Source: an optimization exercise on an open RTL-to-GDS flow (aim: small area). Production flows keep margins and buffers that such runs may drop. RTL that was checked went through simulation tests only; none was proved equivalent to the original. Only the layout flow was run in runs 2 and 3; the RTL was not checked for function there. Power figures rest on the tool's default switching activity, not on a simulated workload.

## flow/design.v (module list and top-level ports; edited modules follow where they fit)
// module vending_machine: 1086 lines
// module g_fa: 6 lines
// module g_ha: 6 lines
// module g_nand2: 5 lines
// module g_nor2: 5 lines
// module g_nor2b: 5 lines
// module g_and2: 5 lines
// module g_or2: 5 lines
// module g_inv: 5 lines
// module g_xor2: 5 lines
// module g_xnor2: 5 lines
// module g_a21oi: 5 lines
// module g_mux2i: 5 lines
// module g_a22oi: 5 lines
// module g_a222oi: 5 lines
// module g_a22o: 5 lines
module vending_machine(pclk,prst,pvalid,pready,paddr,pwdata,prdata,wr_rd,coin,coin_valid,num_of_tea_reqd,num_of_milk_reqd,num_of_coffee_reqd,num_of_tea_served,num_of_coffee_served,num_of_milk_served,machine_ready);
  // ...
==> flow/flow/run.sh <==
#!/bin/bash
# Own layout flow: the standard synthesis, every logic cell set to its smallest
# drive strength (the flow's timing repair sizes up what needs it), port buffers
# of the smallest buffer then the
# standard layout steps.
set -euo pipefail
bash standard.sh synth > synth.log 2>&1
R=orfs/results/$FLOW_PLATFORM/vending_machine/base
openroad -no_init -exit -threads "${NUM_CORES:-4}" \
  -log downsize.log flow/downsize.tcl > downsize.out 2>&1
bash standard.sh "BUFFER_PORTS_ARGS=-buffer_cell sky130_fd_sc_hd__buf_1" \
  "CTS_ARGS=-sink_clustering_enable -repair_clock_nets -dont_use_dummy_load -buf_list {sky130_fd_sc_hd__clkbuf_8} -sink_clustering_buffer sky130_fd_sc_hd__clkbuf_4 -sink_clustering_size 10 -sink_clustering_max_diameter 50" \
  finish > layout.log 2>&1
==> flow/flow/downsize.tcl <==
# Swap each combinational cell of the synthesized netlist to the smallest-area
# cell of the same family (same name but the drive-strength suffix).
set res orfs/results/$::env(FLOW_PLATFORM)/vending_machine/base
read_db $res/1_synth.odb
set db [ord::get_db]
set lib_masters {}
foreach lib [$db getLibs] {
  foreach m [$lib getMasters] {
    set n [$m getName]
    if {[regexp {^(.*)_([0-9]+)$} $n -> base drive]} {
      dict lappend lib_masters $base $m
    }
  }
}
set dont_use {}
if {[info exists ::env(DONT_USE_CELLS)]} { set dont_use [split $::env(DONT_USE_CELLS)] }
set swapped 0
foreach inst [[[$db getChip] getBlock] getInsts] {
  set m [$inst getMaster]
  set n [$m getName]
  if {![regexp {^(.*)_([0-9]+)$} $n -> base drive]} { continue }
  if {[regexp {df|dl|sdf|edf|conb|tap|fill|decap|clk} $base]} { continue }
  set best $m
  set ba [expr {[$m getWidth] * [$m getHeight]}]
  foreach c [dict get $lib_masters $base] {
    if {[lsearch -exact $dont_use [$c getName]] >= 0} { continue }
    set a [expr {[$c getWidth] * [$c getHeight]}]
    if {$a < $ba} { set best $c; set ba $a }
  }
  if {$best ne $m} {
    $inst swapMaster $best
    incr swapped
  }
}
puts "downsized $swapped instances"
write_db $res/1_synth.odb
==> flow/standard.sh <==
#!/bin/bash
# synth_recipe.tcl (not shown) runs the flow's synth.tcl, then flattens the netlist and writes it again
# the make line also repeats each setting of config.mk as NAME=value (left out here)
make -C /OpenROAD-flow-scripts/flow DESIGN_CONFIG=/design/flow/config.mk WORK_HOME=/design/flow/orfs CLKGATE_MAP_FILE= SYNTH_SCRIPT=/design/flow/synth_recipe.tcl "${@:-finish}"
==> flow/config.mk <==
export PLATFORM = sky130hd
export DESIGN_NAME = vending_machine
export DESIGN_NICKNAME = vending_machine
export VERILOG_FILES = /design/flow/design.v
export SDC_FILE = /design/flow/constraint.sdc
export NUM_CORES = 4
export LEC_CHECK = 0
export CAP_MARGIN = 5
export CORE_MARGIN = 2
export CORE_UTILIZATION = 55
export GPL_TIMING_DRIVEN = 0
export SLEW_MARGIN = 5
export SYNTH_HIERARCHICAL = 1
==> flow/constraint.sdc <==
create_clock -name core_clock -period 12.0 [get_ports {pclk}]
set_input_delay 2.4000 -clock core_clock [delete_from_list [all_inputs] [get_ports {pclk}]]
set_output_delay 2.4000 -clock core_clock [all_outputs]
set_load 0.01 [all_outputs]
==> impl_metrics.env, run 1 <==
export IMPL_hp_class="reg -> reg"
export IMPL_use_met2_pct=35.8
export IMPL_met2_length_um=8440
export IMPL_slew_viol_final=0
export IMPL_firstDrtPassIters=11
export IMPL_seq_area_sq_um=2730
export IMPL_power_frac_seq_pct=18.4
export IMPL_postCtsSetupRepairBufs=0
export IMPL_fin_skew_ns=0.0277
export IMPL_syn_area_sq_um=8540
export IMPL_finalCritPeriodShare_pct=96.4
export IMPL_htree_levels=3
export IMPL_power_frac_comb_pct=74.6
export IMPL_outcome="finished clean"
export IMPL_largest_reg_flops=32
export IMPL_grt_pass1_vias=5882
export IMPL_hold_ws_ns=0.555
export IMPL_drc=0
export IMPL_crit_path_end="credit[24]"
export IMPL_seq_share_pct=29.1
export IMPL_slowest_stage="fa_1"
export IMPL_synthCells=625
export IMPL_chipHeight_um=129
export IMPL_dr_wl_met3_um=1380
export IMPL_cap_violations=0
export IMPL_worst_path_most_repeated_cell="fa_1"
export IMPL_area_growth_pct=9.95
export IMPL_num_multi_input_gates=506
export IMPL_critical_path_cell_count=31
export IMPL_design_seq_count=102
export IMPL_wl_met1_um=9390
export IMPL_power_switching_mw=1.13
export IMPL_hold_viol=0
==> run 2: changes to the inputs <==
--- a/flow/design.v
+++ b/flow/design.v
@@ -53,17 +53,17 @@
 	if (!coin_valid) cv = 10'd0;
 end
 wire [31:0] c;
 wire cc10, cc22;
 wire [22:10] pre;
 wire [22:0] low;
 wire [31:0] credit_d;
 wire [32:22] O, Z;
-wire tkp, kpp, up, dn;
+wire tkp, kpp, up, dn, updn;
 wire sv;
 wire [11:0] served_d;
   wire n1, n2;
   g_ha u3 (.a(credit[0]), .b(cv[0]), .s(n1), .co(n2));
   assign c[0] = n1;
   wire n4, n5;
   g_fa u6 (.a(credit[1]), .b(cv[1]), .ci(n2), .s(n4), .co(n5));
   assign c[1] = n4;
@@ -989,103 +989,84 @@
   assign Z[31] = n999;
   wire n1001;
   g_and2 u1002 (.a(O[31]), .b(credit[31]), .y(n1001));
   assign O[32] = n1001;
   wire n1003;
   g_nor2b u1004 (.a(credit[31]), .bn(Z[31]), .y(n1003));
   assign Z[32] = n1003;
   wire n1005;
-  g_nor2 u1006 (.a(up), .b(dn), .y(n1005));
+  g_a21oi u1006 (.a1(prst), .a2(credit[22]), .b1(updn), .y(n1005));
   wire n1007;
-  g_xor2 u1008 (.a(credit[22]), .b(n1005), .y(n1007));
+  g_xnor2 u1008 (.a(credit[22]), .b(n1005), .y(n1007));
+  assign credit_d[22] = n1007;
   wire n1009;
-  g_nor2 u1010 (.a(prst), .b(n1007), .y(n1009));
-  assign credit_d[22] = n1009;
+  g_a222oi u1010 (.a1(up), .a2(O[23]), .b1(dn), .b2(Z[23]), .c1(prst), .c2(credit[23]), .y(n1009));
   wire n1011;
-  g_a22oi u1012 (.a1(up), .a2(O[23]), .b1(dn), .b2(Z[23]), .y(n1011));
+  g_xnor2 u1012 (.a(credit[23]), .b(n1009), .y(n1011));
+  assign credit_d[23] = n1011;
   wire n1013;
-  g_xor2 u1014 (.a(credit[23]), .b(n1011), .y(n1013));
+  g_a222oi u1014 (.a1(up), .a2(O[24]), .b1(dn), .b2(Z[24]), .c1(prst), .c2(credit[24]), .y(n1013));
   wire n1015;
-  g_nor2 u1016 (.a(prst), .b(n1013), .y(n1015));
-  assign credit_d[23] = n1015;
+  g_xnor2 u1016 (.a(credit[24]), .b(n1013), .y(n1015));
+  assign credit_d[24] = n1015;
   wire n1017;
-  g_a22oi u1018 (.a1(up), .a2(O[24]), .b1(dn), .b2(Z[24]), .y(n1017));
+  g_a222oi u1018 (.a1(up), .a2(O[25]), .b1(dn), .b2(Z[25]), .c1(prst), .c2(credit[25]), .y(n1017));
   wire n1019;
-  g_xor2 u1020 (.a(credit[24]), .b(n1017), .y(n1019));
+  g_xnor2 u1020 (.a(credit[25]), .b(n1017), .y(n1019));
+  assign credit_d[25] = n1019;
   wire n1021;
-  g_nor2 u1022 (.a(prst), .b(n1019), .y(n1021));
-  assign credit_d[24] = n1021;
+  g_a222oi u1022 (.a1(up), .a2(O[26]), .b1(dn), .b2(Z[26]), .c1(prst), .c2(credit[26]), .y(n1021));
   wire n1023;
-  g_a22oi u1024 (.a1(up), .a2(O[25]), .b1(dn), .b2(Z[25]), .y(n1023));
+  g_xnor2 u1024 (.a(credit[26]), .b(n1021), .y(n1023));
+  assign credit_d[26] = n1023;
   wire n1025;
-  g_xor2 u1026 (.a(credit[25]), .b(n1023), .y(n1025));
+  g_a222oi u1026 (.a1(up), .a2(O[27]), .b1(dn), .b2(Z[27]), .c1(prst), .c2(credit[27]), .y(n1025));
   wire n1027;
-  g_nor2 u1028 (.a(prst), .b(n1025), .y(n1027));
-  assign credit_d[25] = n1027;
+  g_xnor2 u1028 (.a(credit[27]), .b(n1025), .y(n1027));
+  assign credit_d[27] = n1027;
   wire n1029;
-  g_a22oi u1030 (.a1(up), .a2(O[26]), .b1(dn), .b2(Z[26]), .y(n1029));
+  g_a222oi u1030 (.a1(up), .a2(O[28]), .b1(dn), .b2(Z[28]), .c1(prst), .c2(credit[28]), .y(n1029));
   wire n1031;
-  g_xor2 u1032 (.a(credit[26]), .b(n1029), .y(n1031));
+  g_xnor2 u1032 (.a(credit[28]), .b(n1029), .y(n1031));
+  assign credit_d[28] = n1031;
   wire n1033;
-  g_nor2 u1034 (.a(prst), .b(n1031), .y(n1033));
-  assign credit_d[26] = n1033;
+  g_a222oi u1034 (.a1(up), .a2(O[29]), .b1(dn), .b2(Z[29]), .c1(prst), .c2(credit[29]), .y(n1033));
   wire n1035;
-  g_a22oi u1036 (.a1(up), .a2(O[27]), .b1(dn), .b2(Z[27]), .y(n1035));
+  g_xnor2 u1036 (.a(credit[29]), .b(n1033), .y(n1035));
+  assign credit_d[29] = n1035;
   wire n1037;
-  g_xor2 u1038 (.a(credit[27]), .b(n1035), .y(n1037));
+  g_a222oi u1038 (.a1(up), .a2(O[30]), .b1(dn), .b2(Z[30]), .c1(prst), .c2(credit[30]), .y(n1037));
   wire n1039;
-  g_nor2 u1040 (.a(prst), .b(n1037), .y(n1039));
-  assign credit_d[27] = n1039;
+  g_xnor2 u1040 (.a(credit[30]), .b(n1037), .y(n1039));
+  assign credit_d[30] = n1039;
   wire n1041;
-  g_a22oi u1042 (.a1(up), .a2(O[28]), .b1(dn), .b2(Z[28]), .y(n1041));
+  g_a222oi u1042 (.a1(up), .a2(O[31]), .b1(dn), .b2(Z[31]), .c1(prst), .c2(credit[31]), .y(n1041));
   wire n1043;
-  g_xor2 u1044 (.a(credit[28]), .b(n1041), .y(n1043));
-  wire n1045;
-  g_nor2 u1046 (.a(prst), .b(n1043), .y(n1045));
-  assign credit_d[28] = n1045;
-  wire n1047;
-  g_a22oi u1048 (.a1(up), .a2(O[29]), .b1(dn), .b2(Z[29]), .y(n1047));
-  wire n1049;
-  g_xor2 u1050 (.a(credit[29]), .b(n1047), .y(n1049));
-  wire n1051;
-  g_nor2 u1052 (.a(prst), .b(n1049), .y(n1051));
-  assign credit_d[29] = n1051;
-  wire n1053;
-  g_a22oi u1054 (.a1(up), .a2(O[30]), .b1(dn), .b2(Z[30]), .y(n1053));
-  wire n1055;
-  g_xor2 u1056 (.a(credit[30]), .b(n1053), .y(n1055));
-  wire n1057;
-  g_nor2 u1058 (.a(prst), .b(n1055), .y(n1057));
-  assign credit_d[30] = n1057;
-  wire n1059;
-  g_a22oi u1060 (.a1(up), .a2(O[31]), .b1(dn), .b2(Z[31]), .y(n1059));
-  wire n1061;
-  g_xor2 u1062 (.a(credit[31]), .b(n1059), .y(n1061));
-  wire n1063;
-  g_nor2 u1064 (.a(prst), .b(n1061), .y(n1063));
-  assign credit_d[31] = n1063;
+  g_xnor2 u1044 (.a(credit[31]), .b(n1041), .y(n1043));
+  assign credit_d[31] = n1043;
 wire c31 = credit[31] ^ (cc22 & O[31]);
 wire chi_zero = cc22 ? O[32] : Z[32];
 wire ok = coin_valid & ~c31;
 wire serve = ~c31 & (low[22] | ~chi_zero);
 wire take = ok & (low[22] | ~chi_zero);
 wire bw = ok & ~chi_zero & ~low[22];
-assign up = cc22 & ~bw;
-assign dn = bw & ~cc22;
+assign up = ~prst & cc22 & ~bw;
+assign dn = ~prst & bw & ~cc22;
+assign updn = up | dn;
 assign sv = serve & ~prst;
 assign tkp = ~prst & ok & (low[22] | ~chi_zero);
 assign kpp = ~prst & ~(ok & (low[22] | ~chi_zero));
 always @(posedge pclk) begin
 	credit <= credit_d;
+	machine_ready <= ~prst & (machine_ready | coin_valid);
 	if (prst | coin_valid) begin
 		num_of_tea_served <= served_d[3:0];
 		num_of_coffee_served <= served_d[7:4];
 		num_of_milk_served <= served_d[11:8];
-		machine_ready <= ~prst;
 	end
 end
 endmodule
 module g_fa(a, b, ci, s, co);
 input a, b, ci;
 output s, co;
 assign s = a ^ b ^ ci;
 assign co = (a & b) | (a & ci) | (b & ci);
==> flow/flow/run.sh (replaced) <==
#!/bin/bash
# Own layout flow: the standard synthesis, every logic cell set to its smallest
# drive strength (the flow's timing repair sizes up what needs it), port buffers
# of the smallest buffer then the
# standard layout steps.
set -euo pipefail
bash standard.sh synth > synth.log 2>&1
R=orfs/results/$FLOW_PLATFORM/vending_machine/base
openroad -no_init -exit -threads "${NUM_CORES:-4}" \
  -log downsize.log flow/downsize.tcl > downsize.out 2>&1
bash standard.sh "BUFFER_PORTS_ARGS=-buffer_cell sky130_fd_sc_hd__buf_1" \
  "CTS_ARGS=-sink_clustering_enable -repair_clock_nets -dont_use_dummy_load -buf_list {sky130_fd_sc_hd__clkbuf_4 sky130_fd_sc_hd__clkbuf_8} -sink_clustering_size 12 -sink_clustering_max_diameter 60" \
  finish > layout.log 2>&1
==> flow/config.mk (replaced) <==
export PLATFORM = sky130hd
export DESIGN_NAME = vending_machine
export DESIGN_NICKNAME = vending_machine
export VERILOG_FILES = /design/flow/design.v
export SDC_FILE = /design/flow/constraint.sdc
export NUM_CORES = 4
export LEC_CHECK = 0
export CAP_MARGIN = 5
export CORE_MARGIN = 2
export CORE_UTILIZATION = 50
export GPL_TIMING_DRIVEN = 0
export SLEW_MARGIN = 5
export SYNTH_HIERARCHICAL = 1
==> impl_metrics.env, run 2 <==
export IMPL_outcome="finished clean"
export IMPL_cts_tree="yes"
export IMPL_grt_pass1_vias=6094
export IMPL_worst_pin_slew_ns=1.19
export IMPL_startpoint="milk_cost[1]"
export IMPL_fp_dieW_um=135
export IMPL_dieArea_sq_um=18200
export IMPL_clkLatencyLatePin_ns=0.39
export IMPL_yosysWarnings=7
export IMPL_num_nets_final=935
export IMPL_regMostFlops="credit"
export IMPL_start_kind="register"
export IMPL_vdd_drop_max_v=0.000224
export IMPL_layout_drive_gt1_share_pct=6.56
export IMPL_cts_max_path_buffers=2
export IMPL_wl_um=19400
export IMPL_placed_cells=917
export IMPL_vias=5978
export IMPL_finalNonFillerCells=937
export IMPL_final_cell_mix="143 x fa_1, 107 x a222oi_1, 74 x buf_1"
export IMPL_gp_congestion=0.808
export IMPL_p_per_area_nw_per_um2=284
export IMPL_dpl_cell_area_sq_um=9160
export IMPL_rsz0062_at_grt="false"
export IMPL_antenna_left=0
export IMPL_fin_skew_ns=0.0235
export IMPL_chipHeight_um=135
export IMPL_final_area_sq_um=9470
export IMPL_grt_total_usage_pct=22.6
export IMPL_cts_buffers=9
export IMPL_r2r_cells=31
export IMPL_required_ns=12.28
export IMPL_rr_endpoint="credit[23]"
export IMPL_syn_area_sq_um=8550
export IMPL_clock_sinks=102
export IMPL_p_leak_nw=3.30
export IMPL_area_growth_pct=10.7
export IMPL_slew_viol_final=0
export IMPL_diodes=0
export IMPL_postSynthAreaPerCell_sq_um=13.8
export IMPL_antenna_found_initial=0
export IMPL_port_buffer_count=73
export IMPL_r2r_setup_slack_ns=0.44
export IMPL_grt_max_degree=23
export IMPL_cap_violations=0
export IMPL_finalCritPeriodShare_pct=96.4
export IMPL_htree_levels=3
export IMPL_timing_rr_start="milk_cost[1]"
export IMPL_maxSlewHeadroom_pct=20.6
export IMPL_hpwl_um=15500
export IMPL_synthCells=622
export IMPL_ios=74
export IMPL_crit_fanout=9
export IMPL_cp_slowest_stage_delay_ns=0.56
export IMPL_drc=0
export IMPL_setup_viol=0
export IMPL_grt_pass1_wl_um=31800
export IMPL_cts_hold_buffers=0
export IMPL_slowest_stage="fa_1"
export IMPL_hold_viol=0
export IMPL_largest_reg_flops=32
export IMPL_final_common_cell="fa_1"
export IMPL_crit_path_end="credit[23]"
export IMPL_crit_type="reg -> reg"
export IMPL_crit_arrival_ns=11.84
export IMPL_firstDrtPassIters=10
export IMPL_wire_per_inst_um=20.7
export IMPL_grt_overflow=0
export IMPL_cp_end_kind="register"
export IMPL_max_freq_mhz=86.5
export IMPL_clk_pin_slew_worst_paths_ns=0.10
export IMPL_rows=47
export IMPL_vias_per_cell=6.38
export IMPL_drt_iter0_drc=836
export IMPL_power_mw=2.69
export IMPL_cts_root_buf="clkbuf_8"
export IMPL_worst_path_most_repeated_cell="fa_1"
export IMPL_hp_class="reg -> reg"
export IMPL_synth_net_count=838
export IMPL_nFillCells=1400
export IMPL_period_needed_ns=11.56
export IMPL_core_sq_um=16600
export IMPL_start_util_pct=51.4
[run 2: worst min path at each step]
stage | from | end | cells after the start
global placement | machine_ready | machine_ready | 2
finish | machine_ready | machine_ready | 2
CTS | machine_ready | machine_ready | 2
detailed placement | machine_ready | machine_ready | 2
global route | machine_ready | machine_ready | 2
floorplan | credit[23] | credit[23] | 1
[run 2: power breakdown]
group          switching (mW)  leakage [nW]  internal [mW]
Clock                   0.112        0.0647         0.0677
Sequential             0.0431         0.959          0.440
Combinational            1.04          2.28          0.991
[run 2: cell type report]
| class | count | area (sq um) | area share (%) |
|---|---|---|---|
| Buffer | 3 | 11.3 | 0.119 |
| Timing Repair Buffer | 86 | 395 | 4.17 |
| Inverter | 16 | 60.1 | 0.634 |
| Sequential cell | 102 | 2720 | 28.7 |
| Clock buffer | 9 | 124 | 1.31 |
| Multi-Input combinational cell | 501 | 5880 | 62.1 |
| Tap cell | 220 | 275 | 2.91 |
[run 2: per-stage QoR]
step / utilization (%) / TNS (ns) / setup WS, ns / hold slack, ns
detailed placement: 55.0 / -28.84 / -0.888 / 0.461
CTS: 55.9 / 0 / 0.00264 / 0.477
floorplan: - / 0 / 0.658 / 0.455
finish: 56.9 / 0 / 0.436 / 0.473
global placement: 54.7 / -26.85 / -1.02 / 0.452
global route: 56.9 / 0 / 0.0504 / 0.496
[run 2: per-layer routing]
| layer | GRT usage [%] | part of all wire [%] | vias to the layer above |
|---|---|---|---|
| li1 | - | - | 2682 |
| met1 | 32.5 | 43 | 3003 |
| met2 | 35.5 | 47 | 276 |
| met3 | 5.59 | 9.0 | 17 |
| met4 | 4.56 | 0.88 | 0 |
| met5 | 0 | 0 | - |
[run 2: what timing repair did]
item,4_1_cts,5_1_grt
hold endpoints to repair,0,0
buffers inserted,0,11
gates resized for setup,5,18
setup endpoints to repair,31,44
pin swaps,0,8
[run 2: critical path: cells and delay by family, from the launching register on]
family	cells	cell delay [ns]
AND/OR/NAND/NOR	2	0.52
adder cells (fa/ha/maj)	20	8.74
XOR/XNOR	2	0.35
buffers and inverters	1	0.11
AO/OA/AOI/OAI	4	0.70
multiplexers	2	0.50
flip-flops	1	0.53
==> run 3: changes to the inputs <==
--- a/flow/config.mk
+++ b/flow/config.mk
@@ -9,3 +9,3 @@
 export CORE_MARGIN = 2
-export CORE_UTILIZATION = 50
+export CORE_UTILIZATION = 62
 export GPL_TIMING_DRIVEN = 0
==> impl_metrics.env, run 3 <==
export IMPL_outcome="finished clean"
export IMPL_grt_max_degree=24
export IMPL_port_buffer_count=73
export IMPL_worst_path_most_repeated_cell="fa_1"
export IMPL_crit_type="reg -> reg"
export IMPL_fin_setup_tns_ns=0
export IMPL_syn_area_sq_um=8550
export IMPL_drc=0
export IMPL_regMostFlops="credit"
export IMPL_slew_viol_final=0
export IMPL_final_util_pct=70.7
export IMPL_slowest_stage="edfxtp_1"
export IMPL_synthCells=622
export IMPL_clk_pin_slew_worst_paths_ns=0.12
export IMPL_startpoint="milk_cost[1]"
export IMPL_hp_class="reg -> reg"
export IMPL_layout_drive_gt1_share_pct=6.95
export IMPL_cts_root_buf="clkbuf_8"
export IMPL_fin_skew_ns=0.0439
export IMPL_setup_viol=0
export IMPL_final_cell_mix="140 x fa_1, 107 x a222oi_1, 74 x buf_1"
export IMPL_period_needed_ns=11.66
export IMPL_grt_total_usage_pct=27.9
export IMPL_ios=74
export IMPL_postSynthAreaPerCell_sq_um=13.8
export IMPL_drt_iter0_drc=923
export IMPL_hp_start="machine_ready"
export IMPL_grt_pass1_wl_um=31200
export IMPL_area_growth_pct=10.3
export IMPL_cp_slowest_stage_delay_ns=0.52
export IMPL_vias=6110
export IMPL_rows=42
export IMPL_maxSlewHeadroom_pct=21.6
export IMPL_num_nets_final=937
export IMPL_chipHeight_um=121
export IMPL_fin_ws_ns=0.338
export IMPL_synth_net_count=838
export IMPL_grt_overflow=0
export IMPL_cp_end_kind="register"
export IMPL_wire_per_inst_um=21.9
export IMPL_max_freq_mhz=85.7
export IMPL_clkLatencyLatePin_ns=0.40
export IMPL_cap_violations=0
export IMPL_crit_arrival_ns=11.91
export IMPL_wl_um=19600
export IMPL_hold_viol=0
export IMPL_antenna_left=0
export IMPL_timing_rr_start="milk_cost[1]"
export IMPL_p_per_area_nw_per_um2=293
export IMPL_vias_per_cell=6.83
export IMPL_antenna_found_initial=0
export IMPL_start_kind="register"
export IMPL_cts_tree="yes"
export IMPL_p_leak_nw=3.31
export IMPL_hpwl_um=15800
export IMPL_yosysWarnings=7
export IMPL_pre_cts_ws_ns=-0.888
export IMPL_multiInputGateArea_sq_um=5900
export IMPL_worst_pin_slew_ns=1.17
export IMPL_nFillCells=967
export IMPL_cts_buffers=9
export IMPL_r2r_setup_slack_ns=0.34
export IMPL_final_area_sq_um=9430
export IMPL_firstDrtPassIters=12
export IMPL_cts_max_path_buffers=2
export IMPL_crit_fanout=6
export IMPL_htree_levels=3
export IMPL_vdd_drop_max_v=0.000267
export IMPL_clock_sinks=102
export IMPL_start_util_pct=64.1
export IMPL_dpl_cell_area_sq_um=9110
export IMPL_dieArea_sq_um=14800
export IMPL_finalNonFillerCells=895
export IMPL_final_common_cell="fa_1"
export IMPL_required_ns=12.25
export IMPL_cts_hold_buffers=0
export IMPL_finalCritPeriodShare_pct=97.2
export IMPL_placed_cells=873
export IMPL_seq_area_sq_um=2720
export IMPL_largest_reg_flops=32
export IMPL_fp_dieW_um=121
export IMPL_gp_congestion=0.860
export IMPL_diodes=0
export IMPL_grt_pass1_vias=6052
export IMPL_core_sq_um=13300
## run 3: power breakdown
group	switching (mW)	internal [mW]	total [mW]
combinational	1.07	1.04	2.11
clock	0.105	0.0675	0.173
sequential	0.0428	0.440	0.483
## run 3: area by class of cell
class                      instances  area share [%]
buffer                             3           0.119
clock buffer                       9            1.31
inverter                          16           0.637
multi-input combinational        502            62.6
sequential                       102            28.9
tap                              176            2.34
timing repair buffer              87            4.14
## run 3: metrics by stage
stage          total power, mW  hold slack, ns
6_report                  2.77           0.482
5_1_grt                   3.05           0.506
4_1_cts                   2.63           0.484
3_5_place_dp              2.43           0.454
3_3_place_gp              2.32           0.448
2_1_floorplan             2.06           0.455
## run 3: final timing paths
check,to,depth (start not counted)
setup reg to reg,credit[23],31
hold reg to reg,machine_ready,2
setup / recovery,credit[23],31
hold / removal,machine_ready,2
## run 3: repair_timing
item	in CTS	in global routing
setup endpoints to repair	43	44
pin swaps	1	7
setup buffers	2	10
gates cloned	0	1
hold endpoints to repair	0	0
gates resized for setup	6	19
## run 3: worst max-delay path, delay by kind of cell (launching register included)
| family | cells | cell delay (ns) |
|---|---|---|
| AO/OA/AOI/OAI | 4 | 0.73 |
| XOR/XNOR | 2 | 0.37 |
| adder cells (fa/ha/maj) | 20 | 8.73 |
| buffers and inverters | 1 | 0.14 |
| flip-flops | 1 | 0.52 |
| multiplexers | 2 | 0.51 |
| AND/OR/NAND/NOR | 2 | 0.58 |
## run 3: metal layers
layer	wire length (um)	share of wire [%]	vias to the layer above	GRT usage [%]
met5	0	0	-	0
met4	235	1.2	0	6.25
met3	1610	8.2	20	5.12
met2	9270	47	317	43.8
met1	8500	43	3093	41.0
li1	-	-	2680	-

## separate check: timing with driven ports
The flow's constraints put no driver on any port. The routed layouts listed below were extracted and timed again, unchanged, in two steps.
Step 1, drivers: a clkbuf_16 drives pclk and a buf_2 each remaining input, both assumed.
Step 2 moves the port delays by t, midway between the first and last clock arrival at a register: inputs arrive t later, outputs are due t later. That takes back most of the time a late clock gives input paths.
Slacks: ideal ports / drivers / drivers and shift; pairs: ideal ports / drivers.
run | shift t [ns] | setup WS [ns] | hold WS [ns] | slew at the worst register clock pin (ns) | pins driven straight from the clock port
run 1 | 0.407 | 0.433 / 0.433 / 0.037 | 0.555 / 0.555 / 0.555 | 0.10 / 0.10 | 1
run 2 | 0.411 | 0.436 / 0.436 / 0.069 | 0.473 / 0.473 / 0.473 | 0.10 / 0.10 | 1
run 3 | 0.412 | 0.338 / 0.338 / -0.006 | 0.482 / 0.482 / 0.482 | 0.12 / 0.12 | 1
With both steps, setup timing fails in run 3, where it was met with ideal ports. The setup slack of run 1, which loses most, moves by 0.000 ns with the drivers and by -0.396 ns with both steps.
